This is an optimization exercise on Yosys and OpenROAD, whose aim is small area, not a production implementation.

==> flow/design.v (excerpt) <==
module bf8b (
    input rst,
    input clk,
    input rx,
    input [31:0] data_in,
    output [31:0] data_out,
    output [29:0] addr,
    output [3:0] wes,
    output tx
);
localparam P_FETCH = 2'd0;      
localparam P_EX    = 2'd1;      
localparam P_EX2   = 2'd2;      
localparam P_DMA   = 2'd3;      
localparam K_SLT   = 2'd0;
localparam K_SH    = 2'd1;
localparam K_LOAD  = 2'd2;
localparam K_STORE = 2'd3;
reg [1:0] t;
reg [1:0] pass;
reg [1:0] k2;
reg [29:0] pc;
reg [31:0] a;
reg [4:0] rlo;                   
reg [2:0] rf3;                   
reg c;                           
reg cc;                          
reg zacc;                        
reg flag;                        
reg dsel;                        
reg txcap;                       
reg pcinc;                       
reg uflag;                       
wire t0 = t == 2'd0;
wire t1 = t == 2'd1;
wire t3 = t == 2'd3;
wire [31:0] ir = data_in;
wire [4:0] opc = ir[6:2];
wire [2:0] f3 = ir[14:12];
wire [4:0] rd = ir[11:7];
wire [4:0] rs1 = ir[19:15];
wire [4:0] rs2 = ir[24:20];
wire is_load  = opc == 5'b00000;
wire is_opimm = opc == 5'b00100;
wire is_auipc = opc == 5'b00101;
wire is_store = opc == 5'b01000;
wire is_op    = opc == 5'b01100;
wire is_lui   = opc == 5'b01101;
wire is_br    = opc == 5'b11000;
wire is_jalr  = opc == 5'b11001;
wire is_jal   = opc == 5'b11011;
wire is_alu   = is_op | is_opimm;
wire is_slt   = is_alu & (f3[2:1] == 2'b01);
wire is_sh    = is_alu & (f3[1:0] == 2'b01);
reg [31:0] imm;
always @(*) begin
    if (is_store)
        imm = {{20{ir[31]}}, ir[31:25], ir[11:7]};
    else if (is_br)
        imm = {{19{ir[31]}}, ir[31], ir[7], ir[30:25], ir[11:8], 1'b0};
    else if (is_lui | is_auipc)
        imm = {ir[31:12], 12'b0};
    else if (is_jal)
  ...
For scale: ~1300 flip-flops.
clock: 14.0 ns
lec_check: 0
cap_margin: 20
core_margin: 2
core_utilization: 35
cts_cluster_diameter: 120
cts_cluster_size: 28
slew_margin: 20
run.sh (not shown) runs the stock make flow with config.mk's settings and CLKGATE_MAP_FILE= SYNTH_SCRIPT=/design/flow/synth_recipe.tcl, a recipe that flattens the netlist after the stock synthesis.
Rerun with:
--- a/flow/design.v
+++ b/flow/design.v
@@ -205,37 +205,33 @@
     else if (is_br)
         imm = {{19{ir[31]}}, ir[31], ir[7], ir[30:25], ir[11:8], 1'b0};
     else if (is_lui | is_auipc)
         imm = {ir[31:12], 12'b0};
     else if (is_jal)
         imm = {{11{ir[31]}}, ir[31], ir[19:12], ir[20], ir[30:21], 1'b0};
     else
         imm = {{20{ir[31]}}, ir[31:20]};
 end
 wire [7:0] immb = imm[8*t +: 8];
 wire [4:0] rs2x = (pass == P_EX) ? rs2 : rlo;
-wire [7:0] p1, p2;
 reg [7:0] rf [1:31][0:3];
-wire [31:1] sel1, sel2;
-wire [31*8-1:0] taps;
-genvar gr;
-generate
-    for (gr = 1; gr < 32; gr = gr + 1) begin : TAP
-        assign taps[8*(gr-1) +: 8] = rf[gr][0];
-    end
-endgenerate
-onehot5 DEC1 (.x(rs1), .y(sel1));
-onehot5 DEC2 (.x(rs2x), .y(sel2));
-rdmux RD1 (.sel(sel1), .taps(taps), .q(p1));
-rdmux RD2 (.sel(sel2), .taps(taps), .q(p2));
+reg [7:0] p1, p2;
 integer r, j;
+always @(*) begin
+    p1 = 8'd0;
+    p2 = 8'd0;
+    for (r = 1; r < 32; r = r + 1) begin
+        p1 = p1 | ({8{rs1 == r}} & rf[r][0]);
+        p2 = p2 | ({8{rs2x == r}} & rf[r][0]);
+    end
+end
 reg wen;
 reg [4:0] wreg;
 reg [7:0] wbyte;
 always @(posedge clk) begin
     for (r = 1; r < 32; r = r + 1) begin
         for (j = 0; j < 3; j = j + 1)
             rf[r][j] <= rf[r][j+1];
         rf[r][3] <= (wen && wreg == r) ? wbyte : rf[r][0];
     end
 end
 reg inc_a;                       
@@ -487,34 +483,11 @@
         if (is_load)
             rlo <= rd;
         else if (is_op & is_sh)
             rlo <= t0 ? p2[4:0] : rlo;
         else
             rlo <= rs2;
     end
     if (in_dma && t0)
         dsel <= rx_need;
 end
 endmodule
-module onehot5 (
-    input [4:0] x,
-    output [31:1] y
-);
-genvar i;
-generate
-    for (i = 1; i < 32; i = i + 1) begin : D
-        assign y[i] = x == i;
-    end
-endgenerate
-endmodule
-module rdmux (
-    input [31:1] sel,
-    input [31*8-1:0] taps,
-    output reg [7:0] q
-);
-integer i;
-always @(*) begin
-    q = 8'd0;
-    for (i = 1; i < 32; i = i + 1)
-        q = q | ({8{sel[i]}} & taps[8*(i-1) +: 8]);
-end
-endmodule
Fmax decreases by 1.0%.
Via count increases by 0.42%.
Global-route usage decreases by 0.83 points.
Design area increases by 0.99%.
First-iteration DRC count decreases by 2.5%.
Function was not checked in any run of this note: the RTL went through the layout flow alone.

==> port drivers added, routing unchanged <==
The results above use ideal ports. As a check the final layouts listed here were re-extracted and re-timed, cells and wires unchanged.
Step 1 sets driving cells, clkbuf_16 on the clock port and buf_2 on the other inputs (assumed; they add their load-dependent delay and slew).
Step 2 also shifts input and output timing later by t, the mid clock arrival at the registers, as if the neighbouring blocks saw the same clock.
a / b / c = ideal ports / drivers / drivers and shift; a / b = the first two.
| run | t (ns) | slack for setup (ns) | latest minus earliest clock arrival (ns) |
|---|---|---|---|
| the first run | 0.787 | 0.351 / 0.312 / 0.312 | 0.057 / 0.057 |
| the second run | 0.768 | 0.210 / 0.186 / 0.186 | 0.038 / 0.037 |
After both steps setup and hold are still met in every run listed. The setup slack of the first run, which loses most, moves by -0.039 ns with the drivers and by -0.039 ns with both steps.
